Context: an optimization exercise on an open-source flow, tuned for small area. The choices shown serve that exercise and are no tape-out recipe.
Function was checked by simulation only, so behaviour that the tests miss may differ from the original.

==> inputs of 12-17 <==
// CPU
module CPU (
    input clk,
    input rst,  
    input botao_ligar_agora,
    input botao_enviar_agora,
    input [17:0] instrucao_completa,
    output reg flag_clear_memoria,
    output reg flag_escrever,
    output [7:0] lcd_data,
    output lcd_rs,
    output lcd_rw,
    output lcd_e,
    output lcd_on
);
clock: 25.0 ns
lec_check: 0
cap_margin: 20
core_margin: 2
core_utilization: 40
place_density: 0.6
slew_margin: 20
standard.sh (not shown) runs the stock make flow with config.mk's settings and CLKGATE_MAP_FILE= SYNTH_SCRIPT=/design/flow/synth_recipe.tcl, a recipe that flattens the netlist after the stock synthesis.
==> flow/flow/run.sh <==
#!/bin/bash
# Own layout flow: the standard ORFS flow (standard.sh) run on a copy of
# ORFS's scripts folder with these changes:
#  - synthesis maps the combinational logic with an area-oriented ABC script
#    (flow/abc_area.script, selected by ABC_AREA=1);
#  - clock tree synthesis inserts no dummy loads and uses larger sink clusters;
#  - the port buffers use the smallest buffer;
#  - power recovery downsizes gates off the critical paths.
# Each tool's output goes to the ORFS logs under orfs/logs; make's output
# goes to standard.log in this folder.
set -euo pipefail
HERE=$(pwd)
S="$HERE/scripts_area"
rm -rf "$S"
cp -r "$FLOW_HOME/scripts" "$S"
cp "$HERE/flow/abc_area.script" "$S/abc_area.script"
sed -i 's/^  -repair_clock_nets\]/  -repair_clock_nets -dont_use_dummy_load]/' "$S/cts.tcl"
grep -q -- '-dont_use_dummy_load' "$S/cts.tcl"
bash standard.sh SCRIPTS_DIR="$S" ABC_AREA=1 \
  CTS_BUF_LIST=sky130_fd_sc_hd__clkbuf_8 \
  CTS_CLUSTER_SIZE=16 CTS_CLUSTER_DIAMETER=70 \
  BUFFER_PORTS_ARGS="-buffer_cell sky130_fd_sc_hd__buf_1" \
  RECOVER_POWER=100 \
  finish > "$HERE/standard.log" 2>&1
==> flow/flow/abc_area.script <==
strash
&get -n
&st
&deepsyn -T 300
&put
ifraig
dch -f
amap
topo
==> inputs of 07-05, as changes to 12-17 <==
--- a/flow/design.v
+++ b/flow/design.v
@@ -3,36 +3,36 @@
     input rst,
     input start_p,
     input exec,
     input [17:0] chaves,
     input [2:0] op_p,
     input [3:0] d_p,
     input [10:0] fonte_p,
-    input [1:0] rd,
-    input [6:0] pos,
+    input [3:0] rd,
+    input [5:0] pos,
     output we,
     output wclr,
-    output [1:0] wdig,
+    output [3:0] wdig,
     output neg_cap,
     output dab_step,
     output dab_bit,
     output reg neg
 );
     localparam [2:0] F_IDLE = 3'd0, F_RP = 3'd1, F_NEG = 3'd2, F_DAB = 3'd3,
                      F_RE = 3'd4, F_WR = 3'd5;
     reg [17:0] E;
     reg [2:0] fase;
     reg [3:0] k;
     reg inpass;
     reg [15:0] acc;
     reg c;
     reg hb;      
-    wire [2:0] q = pos[2:0];
-    wire q0 = (q == 3'd0);
-    wire qlast = (q == 3'd7);
+    wire [1:0] q = pos[1:0];
+    wire q0 = (q == 2'd0);
+    wire q3 = (q == 2'd3);
     wire srcE = fase[2];
     wire [2:0] op = srcE ? E[17:15] : op_p;
     wire [3:0] d = srcE ? E[14:11] : d_p;
     wire [10:0] f = srcE ? E[10:0] : fonte_p;
     wire [3:0] a = f[10:7];
     wire s = f[6];
     wire [5:0] m = f[5:0];
@@ -41,121 +41,121 @@
     wire addisubi = (op == 3'd2) || (op == 3'd4);   
     wire is_mul = (op == 3'd5);
     wire is_clr = (op == 3'd6);
     wire last_k = is_mul ? (k[2] && k[0]) : (k[0] || !(addsub || addisubi));
     wire need_read = !(op == 3'd0 || is_clr || (k[0] && addisubi));
     wire [3:0] raddr = (fase == F_WR) ? (is_clr ? 4'd0 : d) :
                        (op == 3'd7) ? d : (k[0] && addsub) ? b : a;
-    wire hit = (pos[6:3] == raddr);
+    wire hit = (pos[5:2] == raddr);
     wire comp = (fase == F_RP) || (fase == F_RE);
     wire start_pass = !inpass && q0 &&
         ((comp && (hit || !need_read)) || (fase == F_NEG) || (fase == F_WR && hit));
     wire act = start_pass || inpass;
-    wire end_pass = (fase == F_WR && is_clr) ? (&pos) : qlast;
+    wire end_pass = (fase == F_WR && is_clr) ? (&pos) : q3;
     reg mbit;
     always @(*) begin
         case (k[2:0])
             3'd0: mbit = m[5];
             3'd1: mbit = m[4];
             3'd2: mbit = m[3];
             3'd3: mbit = m[2];
             3'd4: mbit = m[1];
             default: mbit = m[0];
         endcase
     end
-    wire [1:0] imm = q0 ? m[1:0] : (q == 3'd1) ? m[3:2] : (q == 3'd2) ? m[5:4] : 2'd0;
-    wire [1:0] acc_d = acc[1:0];
-    wire [1:0] dbl = {acc_d[0], hb & !q0};
-    reg [1:0] x, y;
+    wire [3:0] imm = q0 ? m[3:0] : (q == 2'd1) ? {2'b00, m[5:4]} : 4'd0;
+    wire [3:0] acc_d = acc[3:0];
+    wire [3:0] dbl = {acc_d[2:0], hb & !q0};
+    reg [3:0] x, y;
     reg inv;
     always @(*) begin
-        x = acc_d; y = 2'd0; inv = 1'b0;
+        x = acc_d; y = 4'd0; inv = 1'b0;
         if (act && comp) begin
-            x = 2'd0;
+            x = 4'd0;
             case (op)
                 3'd0: begin y = imm; inv = s; end
                 3'd1, 3'd3: if (k[0]) begin x = acc_d; y = rd; inv = op[1]; end
                             else y = rd;
                 3'd2, 3'd4: if (k[0]) begin x = acc_d; y = imm; inv = s ^ op[2]; end
                             else y = rd;
                 3'd5: begin
-                    x = (k == 4'd0) ? 2'd0 : dbl;
-                    y = mbit ? rd : 2'd0;
+                    x = (k == 4'd0) ? 4'd0 : dbl;
+                    y = mbit ? rd : 4'd0;
                     inv = s & mbit;
                 end
                 3'd6: ;
                 default: y = rd;
             endcase
         end else if (act && fase == F_NEG) begin
-            x = 2'd0; y = acc_d; inv = neg;
+            x = 4'd0; y = acc_d; inv = neg;
         end
     end
-    wire [1:0] yi = y ^ {2{inv}};
-    wire [2:0] cc;
-    wire [1:0] sum;
+    wire [3:0] yi = y ^ {4{inv}};
+    wire [4:0] cc;
+    wire [3:0] sum;
     assign cc[0] = act ? (q0 ? inv : c) : 1'b0;
     genvar gi;
-    generate for (gi = 0; gi < 2; gi = gi + 1) begin : RC
+    generate for (gi = 0; gi < 4; gi = gi + 1) begin : RC
         assign sum[gi] = x[gi] ^ yi[gi] ^ cc[gi];
         assign cc[gi+1] = (x[gi] & yi[gi]) | (cc[gi] & (x[gi] ^ yi[gi]));
     end endgenerate
-    assign neg_cap = act && fase == F_RP && qlast && last_k;
-    assign dab_step = (fase == F_DAB) && (q == ~k[3:1]);
-    assign dab_bit = acc_d[~k[0]];
+    assign neg_cap = act && fase == F_RP && q3 && last_k;
+    assign dab_step = (fase == F_DAB) && (q == ~k[3:2]);
+    assign dab_bit = acc_d[~k[1:0]];
     assign we = act && fase == F_WR && (E[17:16] != 2'b11);
     assign wclr = act && fase == F_WR && (E[17:15] == 3'd6);
     assign wdig = acc_d;
     always @(posedge clk) begin
-        acc <= {sum, acc[15:2]};
-        c <= cc[2];
-        hb <= acc_d[1];
+        acc <= {sum, acc[15:4]};
+        c <= cc[4];
+        hb <= acc_d[3];
         if (exec)
             E <= chaves;
         if (rst) begin
             fase <= F_IDLE;
             k <= 4'd0;
             inpass <= 1'b0;
             neg <= 1'b0;
         end else begin
             inpass <= act && !end_pass;
             if (neg_cap)
-                neg <= sum[1];
+                neg <= sum[3];
             case (fase)
                 F_IDLE: if (start_p) fase <= F_RP;
                         else if (exec) fase <= F_RE;
-                F_RP: if (act && qlast)
+                F_RP: if (act && q3)
                     if (last_k) begin k <= 4'd0; fase <= F_NEG; end
                     else k <= k + 4'd1;
-                F_NEG: if (act && qlast) fase <= F_DAB;
+                F_NEG: if (act && q3) fase <= F_DAB;
                 F_DAB: if (dab_step) begin
                     k <= k + 4'd1;
                     if (&k) fase <= F_RE;
                 end
-                F_RE: if (act && qlast)
+                F_RE: if (act && q3)
                     if (last_k) begin
                         k <= 4'd0;
                         fase <= (E[17:15] == 3'd7) ? F_IDLE : F_WR;
                     end else k <= k + 4'd1;
                 default: if (act && end_pass) fase <= F_IDLE;
             endcase
         end
     end
 endmodule
 module memoria(input clk, input rst, input enable, input ativar_clear,
-    input [1:0] escrita,
-    output [6:0] pos,
-    output [1:0] leitura);
+    input [3:0] escrita,
+    output [5:0] pos,
+    output [3:0] leitura);
     reg [255:0] anel;
-    reg [6:0] p;
+    reg [5:0] p;
     assign pos = p;
-    assign leitura = anel[255:254];
-    wire [1:0] entrada = ativar_clear ? 2'd0 : enable ? escrita : anel[255:254];
+    assign leitura = anel[255:252];
+    wire [3:0] entrada = ativar_clear ? 4'd0 : enable ? escrita : anel[255:252];
     always @(posedge clk) begin
-        anel <= {anel[253:0], entrada};
-        p <= rst ? 7'd0 : p + 7'd1;
+        anel <= {anel[251:0], entrada};
+        p <= rst ? 6'd0 : p + 6'd1;
     end
 endmodule
 module binario_bcd (
     input [18:0] x,
     input bit_in,
     output [18:0] y
 );
@@ -420,21 +420,21 @@
                S_AGUARDANDO = 2'd1,
                S_EXECUTANDO = 2'd2;
     reg [1:0] estado;
     reg sistema_ligado;
     wire flag_ligar, flag_enviar;
     wire [2:0] opcode_chaves = instrucao_completa[17:15];
     wire [3:0] rd = instrucao_completa[14:11];
-    wire [1:0] leitura, wdig;
+    wire [3:0] leitura, wdig;
     wire dab_bit, neg;
     wire we, wclr, start_p, neg_cap, dab_step;
     wire [2:0] op_p;
     wire [3:0] d_p;
     wire [10:0] fonte_p;
-    wire [6:0] pos;
+    wire [5:0] pos;
     memoria banco_memoria(
         .clk(clk),
         .rst(~sistema_ligado),
         .enable(we),
         .ativar_clear(wclr || ~sistema_ligado),
         .escrita(wdig),
         .pos(pos),
==> flow/flow/abc_area.script (replaced) <==
strash
ifraig
dch -f
amap
topo
Settings changed: CORE_UTILIZATION 40 to 65, PLACE_DENSITY 0.6 to 0.75.
==> inputs of 08-28, as changes to 12-17 <==
--- a/flow/design.v
+++ b/flow/design.v
@@ -3,36 +3,36 @@
     input rst,
     input start_p,
     input exec,
     input [17:0] chaves,
     input [2:0] op_p,
     input [3:0] d_p,
     input [10:0] fonte_p,
-    input [1:0] rd,
-    input [6:0] pos,
+    input [3:0] rd,
+    input [5:0] pos,
     output we,
     output wclr,
-    output [1:0] wdig,
+    output [3:0] wdig,
     output neg_cap,
     output dab_step,
     output dab_bit,
     output reg neg
 );
     localparam [2:0] F_IDLE = 3'd0, F_RP = 3'd1, F_NEG = 3'd2, F_DAB = 3'd3,
                      F_RE = 3'd4, F_WR = 3'd5;
     reg [17:0] E;
     reg [2:0] fase;
     reg [3:0] k;
     reg inpass;
     reg [15:0] acc;
     reg c;
     reg hb;      
-    wire [2:0] q = pos[2:0];
-    wire q0 = (q == 3'd0);
-    wire qlast = (q == 3'd7);
+    wire [1:0] q = pos[1:0];
+    wire q0 = (q == 2'd0);
+    wire q3 = (q == 2'd3);
     wire srcE = fase[2];
     wire [2:0] op = srcE ? E[17:15] : op_p;
     wire [3:0] d = srcE ? E[14:11] : d_p;
     wire [10:0] f = srcE ? E[10:0] : fonte_p;
     wire [3:0] a = f[10:7];
     wire s = f[6];
     wire [5:0] m = f[5:0];
@@ -41,121 +41,121 @@
     wire addisubi = (op == 3'd2) || (op == 3'd4);   
     wire is_mul = (op == 3'd5);
     wire is_clr = (op == 3'd6);
     wire last_k = is_mul ? (k[2] && k[0]) : (k[0] || !(addsub || addisubi));
     wire need_read = !(op == 3'd0 || is_clr || (k[0] && addisubi));
     wire [3:0] raddr = (fase == F_WR) ? (is_clr ? 4'd0 : d) :
                        (op == 3'd7) ? d : (k[0] && addsub) ? b : a;
-    wire hit = (pos[6:3] == raddr);
+    wire hit = (pos[5:2] == raddr);
     wire comp = (fase == F_RP) || (fase == F_RE);
     wire start_pass = !inpass && q0 &&
         ((comp && (hit || !need_read)) || (fase == F_NEG) || (fase == F_WR && hit));
     wire act = start_pass || inpass;
-    wire end_pass = (fase == F_WR && is_clr) ? (&pos) : qlast;
+    wire end_pass = (fase == F_WR && is_clr) ? (&pos) : q3;
     reg mbit;
     always @(*) begin
         case (k[2:0])
             3'd0: mbit = m[5];
             3'd1: mbit = m[4];
             3'd2: mbit = m[3];
             3'd3: mbit = m[2];
             3'd4: mbit = m[1];
             default: mbit = m[0];
         endcase
     end
-    wire [1:0] imm = q0 ? m[1:0] : (q == 3'd1) ? m[3:2] : (q == 3'd2) ? m[5:4] : 2'd0;
-    wire [1:0] acc_d = acc[1:0];
-    wire [1:0] dbl = {acc_d[0], hb & !q0};
-    reg [1:0] x, y;
+    wire [3:0] imm = q0 ? m[3:0] : (q == 2'd1) ? {2'b00, m[5:4]} : 4'd0;
+    wire [3:0] acc_d = acc[3:0];
+    wire [3:0] dbl = {acc_d[2:0], hb & !q0};
+    reg [3:0] x, y;
     reg inv;
     always @(*) begin
-        x = acc_d; y = 2'd0; inv = 1'b0;
+        x = acc_d; y = 4'd0; inv = 1'b0;
         if (act && comp) begin
-            x = 2'd0;
+            x = 4'd0;
             case (op)
                 3'd0: begin y = imm; inv = s; end
                 3'd1, 3'd3: if (k[0]) begin x = acc_d; y = rd; inv = op[1]; end
                             else y = rd;
                 3'd2, 3'd4: if (k[0]) begin x = acc_d; y = imm; inv = s ^ op[2]; end
                             else y = rd;
                 3'd5: begin
-                    x = (k == 4'd0) ? 2'd0 : dbl;
-                    y = mbit ? rd : 2'd0;
+                    x = (k == 4'd0) ? 4'd0 : dbl;
+                    y = mbit ? rd : 4'd0;
                     inv = s & mbit;
                 end
                 3'd6: ;
                 default: y = rd;
             endcase
         end else if (act && fase == F_NEG) begin
-            x = 2'd0; y = acc_d; inv = neg;
+            x = 4'd0; y = acc_d; inv = neg;
         end
     end
-    wire [1:0] yi = y ^ {2{inv}};
-    wire [2:0] cc;
-    wire [1:0] sum;
+    wire [3:0] yi = y ^ {4{inv}};
+    wire [4:0] cc;
+    wire [3:0] sum;
     assign cc[0] = act ? (q0 ? inv : c) : 1'b0;
     genvar gi;
-    generate for (gi = 0; gi < 2; gi = gi + 1) begin : RC
+    generate for (gi = 0; gi < 4; gi = gi + 1) begin : RC
         assign sum[gi] = x[gi] ^ yi[gi] ^ cc[gi];
         assign cc[gi+1] = (x[gi] & yi[gi]) | (cc[gi] & (x[gi] ^ yi[gi]));
     end endgenerate
-    assign neg_cap = act && fase == F_RP && qlast && last_k;
-    assign dab_step = (fase == F_DAB) && (q == ~k[3:1]);
-    assign dab_bit = acc_d[~k[0]];
+    assign neg_cap = act && fase == F_RP && q3 && last_k;
+    assign dab_step = (fase == F_DAB) && (q == ~k[3:2]);
+    assign dab_bit = acc_d[~k[1:0]];
     assign we = act && fase == F_WR && (E[17:16] != 2'b11);
     assign wclr = act && fase == F_WR && (E[17:15] == 3'd6);
     assign wdig = acc_d;
     always @(posedge clk) begin
-        acc <= {sum, acc[15:2]};
-        c <= cc[2];
-        hb <= acc_d[1];
+        acc <= {sum, acc[15:4]};
+        c <= cc[4];
+        hb <= acc_d[3];
         if (exec)
             E <= chaves;
         if (rst) begin
             fase <= F_IDLE;
             k <= 4'd0;
             inpass <= 1'b0;
             neg <= 1'b0;
         end else begin
             inpass <= act && !end_pass;
             if (neg_cap)
-                neg <= sum[1];
+                neg <= sum[3];
             case (fase)
                 F_IDLE: if (start_p) fase <= F_RP;
                         else if (exec) fase <= F_RE;
-                F_RP: if (act && qlast)
+                F_RP: if (act && q3)
                     if (last_k) begin k <= 4'd0; fase <= F_NEG; end
                     else k <= k + 4'd1;
-                F_NEG: if (act && qlast) fase <= F_DAB;
+                F_NEG: if (act && q3) fase <= F_DAB;
                 F_DAB: if (dab_step) begin
                     k <= k + 4'd1;
                     if (&k) fase <= F_RE;
                 end
-                F_RE: if (act && qlast)
+                F_RE: if (act && q3)
                     if (last_k) begin
                         k <= 4'd0;
                         fase <= (E[17:15] == 3'd7) ? F_IDLE : F_WR;
                     end else k <= k + 4'd1;
                 default: if (act && end_pass) fase <= F_IDLE;
             endcase
         end
     end
 endmodule
 module memoria(input clk, input rst, input enable, input ativar_clear,
-    input [1:0] escrita,
-    output [6:0] pos,
-    output [1:0] leitura);
+    input [3:0] escrita,
+    output [5:0] pos,
+    output [3:0] leitura);
     reg [255:0] anel;
-    reg [6:0] p;
+    reg [5:0] p;
     assign pos = p;
-    assign leitura = anel[255:254];
-    wire [1:0] entrada = ativar_clear ? 2'd0 : enable ? escrita : anel[255:254];
+    assign leitura = anel[255:252];
+    wire [3:0] entrada = ativar_clear ? 4'd0 : enable ? escrita : anel[255:252];
     always @(posedge clk) begin
-        anel <= {anel[253:0], entrada};
-        p <= rst ? 7'd0 : p + 7'd1;
+        anel <= {anel[251:0], entrada};
+        p <= rst ? 6'd0 : p + 6'd1;
     end
 endmodule
 module binario_bcd (
     input [18:0] x,
     input bit_in,
     output [18:0] y
 );
@@ -420,21 +420,21 @@
                S_AGUARDANDO = 2'd1,
                S_EXECUTANDO = 2'd2;
     reg [1:0] estado;
     reg sistema_ligado;
     wire flag_ligar, flag_enviar;
     wire [2:0] opcode_chaves = instrucao_completa[17:15];
     wire [3:0] rd = instrucao_completa[14:11];
-    wire [1:0] leitura, wdig;
+    wire [3:0] leitura, wdig;
     wire dab_bit, neg;
     wire we, wclr, start_p, neg_cap, dab_step;
     wire [2:0] op_p;
     wire [3:0] d_p;
     wire [10:0] fonte_p;
-    wire [6:0] pos;
+    wire [5:0] pos;
     memoria banco_memoria(
         .clk(clk),
         .rst(~sistema_ligado),
         .enable(we),
         .ativar_clear(wclr || ~sistema_ligado),
         .escrita(wdig),
         .pos(pos),
==> qor.yml <==
peakVddDrop_mv: 0.0521
rows: 61
ys_ff_latch: 384
worst_path_largest_cell_delay_ns: 0.31
internal_power_w: 0.000722
grt_pass1_vias: 6790
wl_per_cell_um: 14.5
yosys.area_share.simple: 0.107
top_usage_layer: "met2"
multi_input_area_share: 0.245
power_w: 0.000901
p_comb_w: 0.0000110
syn_avg_cell_area_um2: 11.3
status: "timing/DRC/antenna clean"
# the run above: 12-17

==> qor.yml <==
syn_avg_cell_area_um2: 11.2
yosys.area_share.simple: 0.103
status: "timing/DRC/antenna clean"
core_area_um2: 27900
multi_input_area_share: 0.246
power_w: 0.000897
critical_path.cell_chain: "buf_1 > clkinv_1 > nor4_1 > buf_1"
p_comb_w: 0.00000899
ys_ff_latch: 383
worst_path_largest_cell_delay_ns: 0.29
peakVddDrop_mv: 0.0386
top_usage_layer: "met1"
wl_per_cell_um: 14.5
# the run above: 08-28

==> qor.yml <==
status: "timing/DRC/antenna clean"
p_comb_w: 0.00000932
wl_per_cell_um: 15.7
top_usage_layer: "met2"
grt_pass1_vias: 7152
internal_power_w: 0.000720
ys_ff_latch: 383
yosys.area_share.simple: 0.115
rows: 48
power_w: 0.000898
synth_top_family_by_area: "compound AO/OA/AOI/OAI gates"
# the run above: 07-05

==> separate check: timing with driven ports <==
In the flow no input, the clock included, has a driving cell. The finished layouts below were timed again as built, in two steps. Step 1 sets driving cells, clkbuf_16 on the clock port and buf_2 on the other inputs (assumed; they add their load-dependent delay and slew). Step 2 adds t to the input delays and takes it off the output delays; t is the mean of the earliest and latest rising clock arrival at the registers after step 1. Input paths then give back, and output paths get back, about the clock's delay inside the block. a / b / c = ideal ports / drivers / drivers and shift; a / b = the first two.
run | t (ns) | setup WS [ns] | hold WS [ns] | worst setup path at the end | cell pins on the clock port's net
12-17 | 0.587 | 14.235 / 14.213 / 14.213 | 0.297 / 0.297 / 0.297 | input to output | 1
07-05 | 0.598 | 14.092 / 14.064 / 14.064 | 0.327 / 0.327 / 0.327 | input to output | 1
08-28 | 0.605 | 14.273 / 14.248 / 14.248 | 0.330 / 0.330 / 0.330 | input to output | 1
After both steps setup and hold are still met in every run listed. For 07-05, which loses most, drivers alone change the setup slack by -0.028 ns; drivers and shift together by -0.028 ns.
